What follows belongs to an exercise in optimizing a design on an open flow for small area and a short achievable clock period; a production flow would make more cautious choices.
Function was checked by simulation only, so behaviour that the tests miss may differ from the original.
Power and IR drop assume default switching activity.

the reference run:
// RISCV_Processor
module RISCV_Processor(
    input  logic        reset,
    input  logic        clk,
    input  logic [31:0] Instruction,
    output logic [31:0] PC_out,
    output logic [31:0] ALU_Output
    );
Size in the first run: about 1200 flip-flops, about 0.067 sq mm of cells after synthesis.
clock: 13.0 ns
lec_check: 0
cap_margin: 20
core_margin: 2
core_utilization: 40
setup_slack_margin: 5
slew_margin: 20
run.sh (not shown) runs the stock make flow with config.mk's settings and CLKGATE_MAP_FILE= SYNTH_SCRIPT=/design/flow/synth_recipe.tcl, a recipe that flattens the netlist after the stock synthesis.
What the trial run does differently from the reference run at the input level:
- swapping 5 for 0.5 in SETUP_SLACK_MARGIN
When the trial run is measured against the reference run, its power per cell area turns out about 3.6% higher. Looking at termination of the worst setup path, the ALU_Output[28] result is from the reference run; the ALU_Output[22] one comes from the trial run. Taking the reference run as the reference point, the path length in cells of the critical path of the trial run falls by 7. Compared with the reference run, the trial run improves total wire length. The trial run vs the reference run — post-cts repair resize count dropped 902.

* * *

RISCV_Processor, a different RTL version from the one above (not shown whole).
Size in the first run: ~5500 cells after synthesis, roughly 1200 flip-flops, about 98 I/O pins, ~62000 µm² of cells after synthesis.
## RISCV_Processor
module RISCV_Processor(
    input  logic        reset,
    input  logic        clk,
    input  logic [31:0] Instruction,
    output logic [31:0] PC_out,
    output logic [31:0] ALU_Output
    );
clock: 13.0 ns
lec_check: 0
cap_margin: 20
core_margin: 2
core_utilization: 40
setup_slack_margin: 5
slew_margin: 20
tns_end_percent: 0
standard.sh (not shown) runs the stock make flow with config.mk's settings and CLKGATE_MAP_FILE= SYNTH_SCRIPT=/design/flow/synth_recipe.tcl, a recipe that flattens the netlist after the stock synthesis.
==> flow/flow/run.sh <==
#!/bin/bash
# Layout flow: the standard ORFS flow (standard.sh) with these changes.
#  1. Synthesis is synth_recipe.tcl unchanged except for its ABC technology-mapping
#     call. The modules ALU, Register_File (one read port's AND-OR) and RF_Decode
#     (one read port's select decoder) are kept apart until that call, which maps
#     ALU with ORFS's area script (flow/map.abc), RF_Decode with ORFS's speed
#     script (flow/speed.abc), Register_File with a delay-targeted mapping
#     (flow/relaxed.abc) and the rest with a delay-relaxed area-recovering script
#     (flow/area.abc). synth_recipe.tcl then flattens the design as usual.
#     Registers are mapped before ABC runs and all sit in the top module, so they
#     are the standard synthesis's.
#  2. Clock tree synthesis uses clkbuf_8 buffers, clusters of at most 14 sinks
#     within 55 um, and inserts no dummy loads.
#  3. Ports are buffered with buf_1 cells; timing repair resizes them where needed.
#  4. Timing repair does not clone gates (a clone can overload its driver, and
#     no design repair runs after the last timing repair).
# Each tool's full output goes to the ORFS logs under orfs/logs/, and make's own
# output to flow_make.log, in the folder this runs in.
set -euo pipefail
W=$(pwd)

{
  cat <<'TCL'
proc abc {args} {
  set i [lsearch -exact $args -script]
  set j [expr {$i + 1}]
  set done [list]
  foreach {m sc} $::env(OWN_ABC_MAP) {
    yosys abc {*}[lreplace $args $j $j $sc] $m
    lappend done $m
  }
  foreach m [split [string trim [tee -q -s result.string select -list-mod *]] "\n"] {
    if {[lsearch -exact $done $m] < 0} {
      yosys abc {*}[lreplace $args $j $j $::env(OWN_ABC_SCRIPT)] $m
    }
  }
}
TCL
  cat "$W/synth_recipe.tcl"
} > "$W/own_synth.tcl"
export OWN_ABC_SCRIPT="$W/flow/area.abc"
export OWN_ABC_MAP="ALU $W/flow/map.abc RF_Decode $W/flow/speed.abc Register_File $W/flow/relaxed.abc"

sed -e "s#SYNTH_SCRIPT=[^ ]*#SYNTH_SCRIPT=$W/own_synth.tcl#" "$W/standard.sh" > "$W/own_standard.sh"
grep -q "SYNTH_SCRIPT=$W/own_synth.tcl" "$W/own_standard.sh"

bash "$W/own_standard.sh" \
  "SYNTH_KEEP_MODULES=ALU Register_File RF_Decode" \
  "CTS_ARGS=-sink_clustering_enable -repair_clock_nets -buf_list sky130_fd_sc_hd__clkbuf_8 -dont_use_dummy_load -sink_clustering_size 14 -sink_clustering_max_diameter 55" \
  "BUFFER_PORTS_ARGS=-buffer_cell sky130_fd_sc_hd__buf_1" \
  "SKIP_GATE_CLONING=1" \
  finish > "$W/flow_make.log" 2>&1
test -s "$W/out/final.def"
==> flow/flow/area.abc <==
strash
&get -n
&dch -f
&nf -R 100
&put
strash
&get -n
&dch -f
&nf -R 100
&put
strash
&get -n
&dch -f
&nf -R 100
&put
buffer -c
upsize -c
dnsize -c
==> flow/flow/relaxed.abc <==
strash
dch
map -D 600
topo
stime -c
buffer -c
upsize -c
dnsize -c
Other scripts of this flow, unchanged in this note and not shown: flow/flow/map.abc, flow/flow/speed.abc
Rerun with:
--- a/flow/flow/run.sh
+++ b/flow/flow/run.sh
@@ -6,4 +6,4 @@
 #     ALU with ORFS's area script (flow/map.abc), RF_Decode with ORFS's speed
-#     script (flow/speed.abc), Register_File with a delay-targeted mapping
-#     (flow/relaxed.abc) and the rest with a delay-relaxed area-recovering script
+#     script (flow/speed.abc), Register_File with a delay-relaxed area-recovering
+#     script (flow/relaxed.abc) and the rest with an area-recovering script
 #     (flow/area.abc). synth_recipe.tcl then flattens the design as usual.
@@ -11,7 +11,5 @@
 #     are the standard synthesis's.
-#  2. Clock tree synthesis uses clkbuf_8 buffers, clusters of at most 14 sinks
-#     within 55 um, and inserts no dummy loads.
+#  2. Clock tree synthesis uses clkbuf_8 buffers, clusters of at most 12 sinks
+#     within 50 um, and inserts no dummy loads.
 #  3. Ports are buffered with buf_1 cells; timing repair resizes them where needed.
-#  4. Timing repair does not clone gates (a clone can overload its driver, and
-#     no design repair runs after the last timing repair).
 # Each tool's full output goes to the ORFS logs under orfs/logs/, and make's own
@@ -48,5 +46,4 @@
   "SYNTH_KEEP_MODULES=ALU Register_File RF_Decode" \
-  "CTS_ARGS=-sink_clustering_enable -repair_clock_nets -buf_list sky130_fd_sc_hd__clkbuf_8 -dont_use_dummy_load -sink_clustering_size 14 -sink_clustering_max_diameter 55" \
+  "CTS_ARGS=-sink_clustering_enable -repair_clock_nets -buf_list sky130_fd_sc_hd__clkbuf_8 -dont_use_dummy_load -sink_clustering_size 12 -sink_clustering_max_diameter 50" \
   "BUFFER_PORTS_ARGS=-buffer_cell sky130_fd_sc_hd__buf_1" \
-  "SKIP_GATE_CLONING=1" \
   finish > "$W/flow_make.log" 2>&1
==> flow/flow/area.abc (replaced) <==
strash
&get -n
&dch -f
&nf
&put
strash
&get -n
&dch -f
&nf
&put
strash
&get -n
&dch -f
&nf
&put
buffer -c
upsize -c
dnsize -c
==> flow/flow/relaxed.abc (replaced) <==
strash
&get -n
&dch -f
&nf -R 30
&put
strash
&get -n
&dch -f
&nf -R 30
&put
strash
&get -n
&dch -f
&nf -R 30
&put
buffer -c
upsize -c
dnsize -c
CORE_UTILIZATION = 55   (was 40)
PLACE_DENSITY = 0.7   (was default)
=> Now the flow completed and failed the layout checks on max-capacitance violations, max-slew violations; combinational power goes down by 4.4%; critical path depth goes down by 4; register-to-register slack got worse by 0.53 ns; via count goes up by 0.95%; maximum frequency goes down by 4.4%; core utilization goes up by 16 points; power hardly moves; final area goes down by 3.6%; global-route usage goes up by 11 points; worst setup slack got worse by 0.43 ns.
Rerun with:
CORE_UTILIZATION = 40   (was 55)
PLACE_DENSITY = default   (was 0.7)
What happened: The new run ran to the end with violations: max-capacitance violations, max-slew violations; sequential power stays flat; sequential cell count is unchanged; setup slack gets worse by 0.022 ns; critical path depth climbs by 1; clock skew climbs by 0.061 ns; final cell count climbs by 7.7%; total power climbs by 1.1%; core utilization drops by 17 points; via count drops by 1.7%.

* * *

## oak
The RTL this note starts from:
==> flow/design.v <==
`timescale 1ns / 1ps
module ALU(
    input  logic [31:0] a,
    input  logic [31:0] b,
    input  logic        sub,         
    input  logic        arith,       
    input  logic [2:0]  f3,
    input  logic        i30,         
    output logic [31:0] sum,
    output logic        lt,          
    output logic        ltu,         
    output logic        eq,          
    output logic [31:0] y
    );
    logic [32:0] sum_x;              
    assign sum_x = {a, 1'b1} + {b ^ {32{sub}}, sub};
    assign sum   = sum_x[32:1];
    assign ltu = (a[31] ^ b[31]) ? b[31] : sum[31];
    assign lt  = (a[31] ^ b[31]) ? a[31] : sum[31];
    logic [31:0] x_xor;
    assign x_xor = a ^ b;
    assign eq = ~|x_xor;
    logic [31:0] sh_in, sr_r, sll_r;
    logic        sh_left;
    assign sh_left = ~f3[2];
    always_comb begin
        for (int k = 0; k < 32; k++) begin
            sh_in[k] = sh_left ? a[31 - k] : a[k];
            sll_r[k] = sr_r[31 - k];
        end
    end
    assign sr_r = 32'($signed({~sh_left & i30 & a[31], sh_in}) >>> b[4:0]);
    always_comb begin
        if (~arith) y = sum;
        else case (f3)
            3'b000: y = sum;
            3'b001: y = sll_r;
            3'b010: y = {31'd0, lt};
            3'b011: y = {31'd0, ltu};
            3'b100: y = x_xor;
            3'b101: y = sr_r;
            3'b110: y = a | b;
            default: y = a & b;
        endcase
    end
endmodule
`timescale 1ns / 1ps
module Register_File(
    input  logic [32*31-1:0] r,      
    input  logic [31:1]      sel,
    output logic [31:0]      q
    );
    logic [31:0] t [0:31];
    always_comb begin
        t[0] = 32'd0;
        for (int i = 1; i < 32; i++) t[i] = {32{sel[i]}} & r[32*(i-1) +: 32];
        for (int w = 16; w >= 1; w = w / 2)
            for (int i = 0; i < w; i++) t[i] = t[2*i] | t[2*i + 1];
    end
    assign q = t[0];
endmodule
module RF_Decode(
    input  logic [31:1] v,
    input  logic [4:0]  a,
    output logic [31:1] sel
    );
    logic [3:0] lo;
    logic [7:0] hi;
    always_comb begin
        for (int k = 0; k < 4; k++) lo[k] = (a[1:0] == 2'(k));
        for (int k = 0; k < 8; k++) hi[k] = (a[4:2] == 3'(k));
        for (int i = 1; i < 32; i++) sel[i] = lo[i % 4] & hi[i / 4] & v[i];
    end
endmodule
`timescale 1ns / 1ps
module RISCV_Processor(
    input  logic        reset,
    input  logic        clk,
    input  logic [31:0] Instruction,
    output logic [31:0] PC_out,
    output logic [31:0] ALU_Output
    );
    logic [31:0] I;
    assign I = Instruction;
    logic b2, b3, b4, b5, b6;
    assign {b6, b5, b4, b3, b2} = I[6:2];
    logic [2:0] f3;
    assign f3 = I[14:12];
    logic is_lui, is_auipc, is_jal, is_jalr, is_br, is_ld, is_st, is_imm, is_op;
    assign is_jal   = b3;
    assign is_jalr  = b6 & b2 & ~b3;
    assign is_br    = b6 & ~b2;
    assign is_ld    = ~b6 & ~b4 & ~b5;
    assign is_st    = ~b6 & ~b4 & b5;
    assign is_lui   = ~b6 & b4 & b5 & b2;
    assign is_auipc = ~b6 & b4 & ~b5 & b2;
    assign is_imm   = ~b6 & b4 & ~b5 & ~b2;
    assign is_op    = ~b6 & b4 & b5 & ~b2;
    logic arith;                      
    assign arith = ~b6 & b4 & ~b2;
    logic [31:0] imm_is;              
    assign imm_is = {{21{I[31]}}, I[30:25], is_st ? I[11:7] : I[24:20]};
    logic [31:0] imm_pc;              
    always_comb begin
        if (b6 & ~b2)      imm_pc = {{20{I[31]}}, I[7], I[30:25], I[11:8], 1'b0};      
        else if (b6)       imm_pc = {{12{I[31]}}, I[19:12], I[20], I[30:21], 1'b0};    
        else               imm_pc = {I[31:12], 12'd0};                                 
    end
    logic [31:0] R [1:31];
    logic [31:1] rv;                  
    logic [31:0] rs1v, rs2v;
    logic [31:1] wen;
    logic [31:0] wd;
    logic        rwrite;
    assign rwrite = ~is_br & ~is_st;
    logic [32*31-1:0] Rf;             
    always_comb begin
        for (int i = 1; i < 32; i++) begin
            Rf[32*(i-1) +: 32] = R[i];
            wen[i] = (I[11:7] == 5'(i)) & rwrite;
        end
    end
    logic [31:1] selA, selB;
    RF_Decode DA (.v(rv), .a(I[19:15]), .sel(selA));
    RF_Decode DB (.v(rv), .a(I[24:20]), .sel(selB));
    Register_File RA (.r(Rf), .sel(selA), .q(rs1v));
    Register_File RB (.r(Rf), .sel(selB), .q(rs2v));
    always_ff @(posedge clk or posedge reset) begin
        if (reset) rv <= '0;
        else       rv <= rv | wen;
    end
    always_ff @(posedge clk) begin
        for (int i = 1; i < 32; i++)
            if (wen[i]) R[i] <= wd;
    end
    logic [31:0] opb;
    assign opb = (is_op | is_br) ? rs2v : imm_is;
    logic sub;
    assign sub = is_br | (arith & ((f3 == 3'b010) | (f3 == 3'b011) | (is_op & I[30] & (f3 == 3'b000))));
    logic [31:0] sum, alu;
    logic        ltu, lt, eq;
    ALU AL (.a(rs1v), .b(opb), .sub(sub), .arith(arith), .f3(f3), .i30(I[30]),
            .sum(sum), .lt(lt), .ltu(ltu), .eq(eq), .y(alu));
    assign ALU_Output = alu;
    logic [31:1] pc;
    assign PC_out = {pc, 1'b0};
    logic [31:0] pc4, pcimm;
    assign pc4   = PC_out + 32'd4;
    assign pcimm = PC_out + imm_pc;
    logic taken;
    assign taken = (f3[2] ? (f3[1] ? ltu : lt) : eq) ^ f3[0];
    logic [31:1] npc;
    always_comb begin
        if (is_jalr)                      npc = sum[31:1];
        else if (is_jal | (is_br & taken)) npc = pcimm[31:1];
        else                              npc = pc4[31:1];
    end
    always_ff @(posedge clk or posedge reset) begin
        if (reset) pc <= '0;
        else       pc <= npc;
    end
    logic [7:0] M [0:15];
    logic [15:0] mv;
    logic [3:0] a;
    assign a = sum[3:0];
    logic [31:0] wrot;
    always_comb begin
        case (a[1:0])
            2'd0: wrot = rs2v;
            2'd1: wrot = {rs2v[23:0], rs2v[31:24]};
            2'd2: wrot = {rs2v[15:0], rs2v[31:16]};
            default: wrot = {rs2v[7:0], rs2v[31:8]};
        endcase
    end
    logic [15:0] mwen;
    always_comb begin
        for (int j = 0; j < 16; j++) begin
            logic [3:0] d;
            d = 4'(j) - a;
            mwen[j] = is_st & ((d == 4'd0) | ((d == 4'd1) & (f3[1] | f3[0])) | ((d[3:1] == 3'd1) & f3[1]));
        end
    end
    always_ff @(posedge clk or posedge reset) begin
        if (reset) mv <= '0;
        else       mv <= mv | mwen;
    end
    always_ff @(posedge clk) begin
        for (int j = 0; j < 16; j++)
            if (mwen[j]) M[j] <= wrot[8*(j%4) +: 8];
    end
    logic [8:0] E [0:15];
    logic [8:0] bw [0:3];
    logic [8:0] lb [0:3];
    always_comb begin
        for (int j = 0; j < 16; j++) E[j] = {mv[j], M[j]};
        for (int b = 0; b < 4; b++) begin
            logic [1:0] w;
            w = a[3:2] + {1'b0, (2'(b) < a[1:0])};
            case (w)
                2'd0: bw[b] = E[b];
                2'd1: bw[b] = E[4 + b];
                2'd2: bw[b] = E[8 + b];
                default: bw[b] = E[12 + b];
            endcase
        end
        for (int k = 0; k < 4; k++) begin
            case (a[1:0])
                2'd0: lb[k] = bw[k];
                2'd1: lb[k] = bw[(k + 1) % 4];
                2'd2: lb[k] = bw[(k + 2) % 4];
                default: lb[k] = bw[(k + 3) % 4];
            endcase
        end
    end
    logic [7:0] by0, by1, by2, by3;
    assign by0 = lb[0][7:0] & {8{lb[0][8]}};
    assign by1 = lb[1][7:0] & {8{lb[1][8]}};
    assign by2 = lb[2][7:0] & {8{lb[2][8]}};
    assign by3 = lb[3][7:0] & {8{lb[3][8]}};
    logic lsign;
    assign lsign = ~f3[2] & (f3[0] ? by1[7] : by0[7]);
    logic [31:0] ldata;
    assign ldata = {f3[1] ? {by3, by2} : {16{lsign}},
                    (f3[1] | f3[0]) ? by1 : {8{lsign}},
                    by0};
    always_comb begin
        if (is_ld)                  wd = ldata;
        else if (is_lui)            wd = imm_pc;
        else if (is_auipc)          wd = pcimm;
        else if (is_jal | is_jalr)  wd = pc4;
        else                        wd = alu;
    end
endmodule
clock: 13.0 ns
lec_check: 0
cap_margin: 20
core_margin: 2
core_utilization: 40
setup_slack_margin: 5
slew_margin: 20
tns_end_percent: 0
==> flow/flow/run.sh <==
#!/bin/bash
# Layout flow: the standard ORFS flow (standard.sh) with these changes.
#  1. Synthesis is synth_recipe.tcl unchanged except for its ABC technology-mapping
#     call. The modules ALU, Register_File (one read port's AND-OR) and RF_Decode
#     (one read port's select decoder) are kept apart until that call, which maps
#     ALU with ORFS's area script (flow/map.abc), RF_Decode with ORFS's speed
#     script (flow/speed.abc), Register_File with a delay-relaxed area-recovering
#     script (flow/relaxed.abc) and the rest with an area-recovering script
#     (flow/area.abc). synth_recipe.tcl then flattens the design as usual.
#     Registers are mapped before ABC runs and all sit in the top module, so they
#     are the standard synthesis's.
#  2. Clock tree synthesis uses clkbuf_8 buffers, clusters of at most 12 sinks
#     within 50 um, and inserts no dummy loads.
#  3. Ports are buffered with buf_1 cells; timing repair resizes them where needed.
#  4. Timing repair does not clone gates (a clone can overload its driver, and
#     no design repair runs after the last timing repair).
# Each tool's full output goes to the ORFS logs under orfs/logs/, and make's own
# output to flow_make.log, in the folder this runs in.
set -euo pipefail
W=$(pwd)

{
  cat <<'TCL'
proc abc {args} {
  set i [lsearch -exact $args -script]
  set j [expr {$i + 1}]
  set done [list]
  foreach {m sc} $::env(OWN_ABC_MAP) {
    yosys abc {*}[lreplace $args $j $j $sc] $m
    lappend done $m
  }
  foreach m [split [string trim [tee -q -s result.string select -list-mod *]] "\n"] {
    if {[lsearch -exact $done $m] < 0} {
      yosys abc {*}[lreplace $args $j $j $::env(OWN_ABC_SCRIPT)] $m
    }
  }
}
TCL
  cat "$W/synth_recipe.tcl"
} > "$W/own_synth.tcl"
export OWN_ABC_SCRIPT="$W/flow/area.abc"
export OWN_ABC_MAP="ALU $W/flow/map.abc RF_Decode $W/flow/speed.abc Register_File $W/flow/relaxed.abc"

sed -e "s#SYNTH_SCRIPT=[^ ]*#SYNTH_SCRIPT=$W/own_synth.tcl#" "$W/standard.sh" > "$W/own_standard.sh"
grep -q "SYNTH_SCRIPT=$W/own_synth.tcl" "$W/own_standard.sh"

bash "$W/own_standard.sh" \
  "SYNTH_KEEP_MODULES=ALU Register_File RF_Decode" \
  "CTS_ARGS=-sink_clustering_enable -repair_clock_nets -buf_list sky130_fd_sc_hd__clkbuf_8 -dont_use_dummy_load -sink_clustering_size 12 -sink_clustering_max_diameter 50" \
  "BUFFER_PORTS_ARGS=-buffer_cell sky130_fd_sc_hd__buf_1" \
  "SKIP_GATE_CLONING=1" \
  finish > "$W/flow_make.log" 2>&1
test -s "$W/out/final.def"
==> flow/flow/area.abc <==
strash
&get -n
&dch -f
&nf
&put
strash
&get -n
&dch -f
&nf
&put
strash
&get -n
&dch -f
&nf
&put
buffer -c
upsize -c
dnsize -c
==> flow/flow/relaxed.abc <==
strash
&get -n
&dch -f
&nf -R 30
&put
strash
&get -n
&dch -f
&nf -R 30
&put
strash
&get -n
&dch -f
&nf -R 30
&put
buffer -c
upsize -c
dnsize -c
Other scripts of this flow, unchanged in this note and not shown: flow/flow/map.abc, flow/flow/speed.abc
oak: PASS, flow complete, no timing, DRC or antenna violations
For pine, these inputs were changed with respect to oak:
Settings: CORE_UTILIZATION now 55, was 40; PLACE_DENSITY now 0.7, previously not set.
Results
- Against oak, total power in pine fell slightly.
- STATUS wire length of the first global-routing pass: pine wins against oak
- Summary — routed length on met1, pine relative to oak: lower, by about 13%.
- Synthesis-to-layout area growth in pine is 2.2 points below oak.
- Compared with oak, pine shows detailed route wirelength on metal2 that has gone down by a little under 10%.
- Delta (pine minus oak): setup slack after layout moved down, routed wire length moved down.
Input changes introduced in birch (baseline for comparison: pine):
Settings: CORE_UTILIZATION now 45, was 55; PLACE_DENSITY now 0.65, was 0.7.
-- flow/flow/run.sh --
<<< pine, line 7
#     script (flow/speed.abc), Register_File with a delay-relaxed area-recovering
#     script (flow/relaxed.abc) and the rest with an area-recovering script
>>> birch, line 7
#     script (flow/speed.abc), Register_File with a delay-targeted mapping
#     (flow/relaxed.abc) and the rest with a delay-relaxed area-recovering script
-- flow/flow/area.abc --
<<< pine, line 4
&nf
>>> birch, line 4
&nf -R 100
<<< pine, line 9
&nf
>>> birch, line 9
&nf -R 100
<<< pine, line 14
&nf
>>> birch, line 14
&nf -R 100
==> flow/flow/relaxed.abc <==
strash
dch
map -D 600
topo
stime -c
buffer -c
upsize -c
dnsize -c
Notes after the runs:
From pine to birch, final number of setup-violating endpoints did not move at all. Cmp pine and birch / post-DP HPWL / lower: pine. birch vs pine — layout-stage area growth over the synthesis result rose 1.8 points. Changes observed in birch relative to pine: logic depth of the worst path, buffers included lower, final worst-path setup slack went up, total power went up by about 1.4%, synthesized cell count now sits higher. | sequential power | birch vs pine | ≈ equal |.
#### Input delta (maple over birch)
-- flow/flow/run.sh --
<<< birch, line 8
#     (flow/relaxed.abc) and the rest with a delay-relaxed area-recovering script
>>> maple, line 8
#     (flow/relaxed.abc) and the rest with an area-recovering script
==> flow/flow/area.abc <==
strash
&get -n
&dch -f
&nf
&put
strash
&get -n
&dch -f
&nf
&put
strash
&get -n
&dch -f
&nf
&put
buffer -c
upsize -c
dnsize -c
--- outcome ---
- STATUS time the worst path needs with I/O delays and setup: maple loses against birch
- The cell count of maple exceeds that of birch by 53.
- Taking birch as the reference, in maple via count about even, data arrival time of the critical path rose 0.07 ns.
- Sort birch and maple by final area desc -> top: maple
- Diff birch..maple | worst hold slack | negligible
- Startpoint of the worst setup timing path = Instruction[23]: maple; startpoint of the worst setup timing path = Instruction[19]: birch
- Per the comparison of maple with birch, overall power consumption climbed about 1.7%, number of sequential storage elements was more or less identical, final critical-path setup slack shows a reduction of 0.075 ns.
- Delta(effective utilization at floorplan, maple - birch) < 0
--- input diff maple..cedar ---
Settings: a change of CORE_UTILIZATION from 45 to 40; a deleted PLACE_DENSITY that had been 0.65.
- cedar | status: complete | timing, DRC, antenna: pass
- cedar vs. maple: final worst-path setup slack lost 0.051 ns; vertical die dimension saw an increase; TritonCTS buffer count higher; via count closely matched the old numbers; met2 routing resource usage after global routing shows a reduction of 5.2 points.
- Final worst-path cycle share (lower): maple
- Clock network power: lower on maple
- Looking only at setup slack after placement, and setting everything else aside, the lower value of cedar and maple goes to cedar.
- On final critical delay including setup and external delays, cedar does worse than maple.
- Compared with maple, cedar shows a wire length of the first global-routing pass that is about 2% higher.

## separate check: timing with driven ports
Ports are ideal in the flow. The routed layouts listed here were re-timed in OpenROAD.
Step 1 sets driving cells, clkbuf_16 on the clock port and buf_2 on the other inputs (assumed; they add their load-dependent delay and slew).
Step 2, shift: input delay + t, output delay - t, t = (earliest + latest rising clock arrival at the registers) / 2. This alone moves slack from input paths to output paths.
Slacks: ideal ports / drivers / drivers and shift; pairs: ideal ports / drivers.
run | t, ns | setup WS [ns] | worst slew at a driven data input, ns
the reference run | 0.914 | 2.341 / 2.303 / 2.303 | 0.16
the trial run | 0.917 | 0.486 / 0.463 / 0.463 | 0.04
the first run of note 2 | 0.898 | 3.651 / 3.504 / 2.794 | 0.16
the second run of note 2 | 0.895 | 3.223 / 3.168 / 2.459 | 0.08
the third run of note 2 | 0.943 | 3.201 / 3.150 / 2.519 | 0.07
oak | 0.951 | 3.279 / 3.245 / 2.777 | 0.08
pine | 0.889 | 3.145 / 3.123 / 2.691 | 0.08
birch | 0.927 | 3.582 / 3.543 / 2.962 | 0.16
maple | 0.943 | 3.507 / 3.411 / 2.861 | 0.18
cedar | 0.908 | 3.456 / 3.342 / 2.666 | 0.15
The setup slack of the first run of note 2, which loses most, moves by -0.147 ns with the drivers and by -0.857 ns with both steps.
